This is an optimization exercise on Yosys and OpenROAD, whose aim is small area, not a production implementation. Where RTL was checked, it was by simulation tests only, not by an equivalence proof against the original. The clock port is modelled as an ideal driver; clocking choices that lean on that would not hold on a real chip.

the previous run:
==> flow/design.v <==
module fifo (
	input [31:0] DI,
	input	RE,
	input	WE,
	input   clk,
	input	rst,
	output	[31:0] res,
	output	read_valid,
	output	r_err,
	output	w_err
);
	reg  [2:0]  rp, wp;
	reg         lastw;
	reg  [255:0] mem;	 
	reg  [31:0] res_r;
	reg         rv_r;
	wire eq    = (rp == wp);
	wire empty = eq & ~lastw;
	wire full  = eq & lastw;
	wire re_ok = RE & ~empty;
	wire we_ok = WE & (~full | RE);
	assign r_err = RE & empty;
	assign w_err = WE & full;
	assign read_valid = rv_r;
	assign res = res_r;
	always @(posedge clk) begin
		if (rst) begin
			rp <= 3'd0;
			wp <= 3'd0;
			lastw <= 1'b0;
			rv_r <= 1'b0;
		end else begin
			if (re_ok) rp <= rp + 3'd1;
			if (we_ok) wp <= wp + 3'd1;
			if (re_ok != we_ok) lastw <= we_ok;
			rv_r <= re_ok;
		end
	end
	wire [7:0] wsel;
	dec3 wdec (.a(wp), .y(wsel));
	wire [7:0] wen   = {8{we_ok}} & wsel;
	wire [7:0] wen_n = ~wen;
	wire [255:0] mem_nx;
	hold8 hold (.d(DI), .q(mem), .we(wen), .we_n(wen_n), .y(mem_nx));
	always @(posedge clk)
		mem <= mem_nx;
	wire [7:0] sel;
	dec3 rdec (.a(rp), .y(sel));
	wire [31:0] n0, n1, n2;
	ao222n g0 (.a(mem[31:0]), .b(mem[63:32]), .c(mem[95:64]), .sa(sel[0]), .sb(sel[1]), .sc(sel[2]), .y(n0));
	ao222n g1 (.a(mem[127:96]), .b(mem[159:128]), .c(mem[191:160]), .sa(sel[3]), .sb(sel[4]), .sc(sel[5]), .y(n1));
	ao22n  g2 (.a(mem[223:192]), .b(mem[255:224]), .sa(sel[6]), .sb(sel[7]), .y(n2));
	always @(posedge clk)
		res_r <= ~(n0 & n1 & n2);
endmodule
module ao222n (
	input  [31:0] a, b, c,
	input         sa, sb, sc,
	output [31:0] y
);
	assign y = ~((a & {32{sa}}) | (b & {32{sb}}) | (c & {32{sc}}));
endmodule
module ao22n (
	input  [31:0] a, b,
	input         sa, sb,
	output [31:0] y
);
	assign y = ~((a & {32{sa}}) | (b & {32{sb}}));
endmodule
module dec3 (
	input  [2:0] a,
	output [7:0] y
);
	assign y = 8'd1 << a;
endmodule
module hold8 (
	input  [31:0]  d,
	input  [255:0] q,
	input  [7:0]   we,
	input  [7:0]   we_n,
	output [255:0] y
);
	genvar w;
	generate
		for (w = 0; w < 8; w = w + 1) begin : word
			assign y[32*w +: 32] = (d & {32{we[w]}}) | (q[32*w +: 32] & {32{we_n[w]}});
		end
	endgenerate
endmodule
==> flow/config.mk <==
export PLATFORM = sky130hd
export DESIGN_NAME = fifo
export DESIGN_NICKNAME = fifo
export VERILOG_FILES = /design/flow/design.v
export SDC_FILE = /design/flow/constraint.sdc
export NUM_CORES = 4
export LEC_CHECK = 0
export ABC_AREA = 0
export CAP_MARGIN = 0
export CORE_MARGIN = 2
export CORE_UTILIZATION = 70
export SLEW_MARGIN = 0
export SYNTH_HIERARCHICAL = 1
export SYNTH_MINIMUM_KEEP_SIZE = 0
==> flow/constraint.sdc <==
create_clock -name core_clock -period 5.0 [get_ports {clk}]
set_input_delay 1.0000 -clock core_clock [delete_from_list [all_inputs] [get_ports {clk}]]
set_output_delay 1.0000 -clock core_clock [all_outputs]
set_load 0.01 [all_outputs]
standard.sh (not shown) runs the stock make flow with config.mk's settings and CLKGATE_MAP_FILE= SYNTH_SCRIPT=/design/flow/synth_recipe.tcl, a recipe that flattens the netlist after the stock synthesis.
==> flow/flow/run.sh <==
#!/bin/bash
# Standard ORFS layout with these changes:
# - synthesis is the standard flow's, but ABC maps with an area-oriented script
#   (flow/area.abc) instead of ORFS's speed script;
# - the ports get the smallest buffer;
# - the clock tree uses small buffers and no dummy loads;
# - after CTS, cells are swapped for lower-drive ones of the same
#   function where slew, capacitance and timing stay within margins.
set -euo pipefail
export FLOW_SYNTH=$PWD/synth_recipe.tcl
export AREA_ABC_SCRIPT=$PWD/flow/area.abc
export BUFFER_PORTS_ARGS="-buffer_cell sky130_fd_sc_hd__buf_1"
export CTS_ARGS="-sink_clustering_enable -repair_clock_nets -dont_use_dummy_load -buf_list {sky130_fd_sc_hd__clkbuf_4} -sink_clustering_size 10 -sink_clustering_max_diameter 100"
SYN=SYNTH_SCRIPT=$PWD/flow/synth_abc.tcl
bash standard.sh $SYN cts > standard_cts.log 2>&1
R=orfs/results/sky130hd/fifo/base
DS_SLEW_FRAC=0.1 DS_ODB=$R/4_cts.odb DS_SDC=$R/4_cts.sdc openroad -no_init -exit flow/downsize.tcl > downsize.log 2>&1
bash standard.sh $SYN finish > standard.log 2>&1
Other scripts of this flow, unchanged in this note and not shown: flow/flow/area.abc, flow/flow/downsize.tcl, flow/flow/synth_abc.tcl
> inputs changed (the previous run -> the current run)
==> flow/design.v <==
module fifo (
	input [31:0] DI,
	input	RE,
	input	WE,
	input   clk,
	input	rst,
	output	[31:0] res,
	output	read_valid,
	output	r_err,
	output	w_err
);
	reg  [3:0]   count;		 
	reg  [255:0] mem;		 
	reg  [31:0]  res_r;
	reg          rv_r;
	wire empty = (count == 4'd0);
	wire full  = count[3];
	wire re_ok = RE & ~empty;
	wire we_ok = WE & (~full | RE);
	assign r_err = RE & empty;
	assign w_err = WE & full;
	assign read_valid = rv_r;
	assign res = res_r;
	always @(posedge clk) begin
		if (rst) begin
			count <= 4'd0;
			rv_r <= 1'b0;
		end else begin
			if (we_ok & ~re_ok) count <= count + 4'd1;
			if (re_ok & ~we_ok) count <= count - 4'd1;
			rv_r <= re_ok;
		end
	end
	wire [255:0] mem_nx;
	shift8 shift (.d(DI), .q(mem), .we(we_ok), .we_n(~we_ok), .y(mem_nx));
	always @(posedge clk)
		mem <= mem_nx;
	wire [7:0] dsel;
	dec3 rdec (.a(count[2:0]), .y(dsel));
	wire [7:0] sel = {dsel[0], dsel[7:1]};
	wire [31:0] n0, n1, n2;
	ao222n g0 (.a(mem[31:0]), .b(mem[63:32]), .c(mem[95:64]), .sa(sel[0]), .sb(sel[1]), .sc(sel[2]), .y(n0));
	ao222n g1 (.a(mem[127:96]), .b(mem[159:128]), .c(mem[191:160]), .sa(sel[3]), .sb(sel[4]), .sc(sel[5]), .y(n1));
	ao22n  g2 (.a(mem[223:192]), .b(mem[255:224]), .sa(sel[6]), .sb(sel[7]), .y(n2));
	always @(posedge clk)
		res_r <= ~(n0 & n1 & n2);
endmodule
module shift8 (
	input  [31:0]  d,
	input  [255:0] q,
	input          we,
	input          we_n,
	output [255:0] y
);
	wire [255:0] below = {q[223:0], d};
	assign y = (below & {256{we}}) | (q & {256{we_n}});
endmodule
module ao222n (
	input  [31:0] a, b, c,
	input         sa, sb, sc,
	output [31:0] y
);
	assign y = ~((a & {32{sa}}) | (b & {32{sb}}) | (c & {32{sc}}));
endmodule
module ao22n (
	input  [31:0] a, b,
	input         sa, sb,
	output [31:0] y
);
	assign y = ~((a & {32{sa}}) | (b & {32{sb}}));
endmodule
module dec3 (
	input  [2:0] a,
	output [7:0] y
);
	assign y = 8'd1 << a;
endmodule
==> run summary <==
Changes observed in the current run relative to the previous run: mean post-synth cell area up 2.1%; wire length reported by the detailed router shows a reduction of 5400 um; multi-input gate share of the layout cell area held steady.
Compared with the previous run, total routed wire length on the met1 layer in the current run decreased by more than 10%.
Taking the previous run as the reference, in the current run cell area decreased by 230 um^2 relative to the old numbers, detailed route wirelength on metal3 saw a decrease, final setup slack of the worst path increased 0.35 ns, clock sink count saw a decrease, via total after detailed routing lower.
Only the layout flow was run in the previous run; the RTL was not checked for function there.

separate check: timing with driven ports:
Ports are ideal in the flow. The routed layouts listed here were re-timed in OpenROAD.
Step 1, drivers: a clkbuf_16 drives clk and a buf_2 each remaining input, both assumed.
Step 2, shift: input delay + t, output delay - t, t = (earliest + latest rising clock arrival at the registers) / 2. This alone moves slack from input paths to output paths.
a / b / c = ideal ports / drivers / drivers and shift; a / b = the first two.
| run | t, ns | setup WS [ns] | hold slack, ns | worst setup path after step 2 | latest minus earliest clock arrival (ns) | worst register clock-pin slew, ns |
|---|---|---|---|---|---|---|
| the previous run | 0.884 | 1.253 / 1.253 / 1.072 | 0.435 / 0.423 / 0.480 | input to register | 0.096 / 0.096 | 0.11 / 0.11 |
| the current run | 0.786 | 1.599 / 1.599 / 0.871 | 0.209 / 0.209 / 0.209 | input to register | 0.374 / 0.374 | 0.12 / 0.12 |
In the current run the clock reaches the registers at very different times; t lies between them, and the last value is a rough guide only. The setup slack of the current run, which loses most, moves by 0.000 ns with the drivers and by -0.728 ns with both steps.
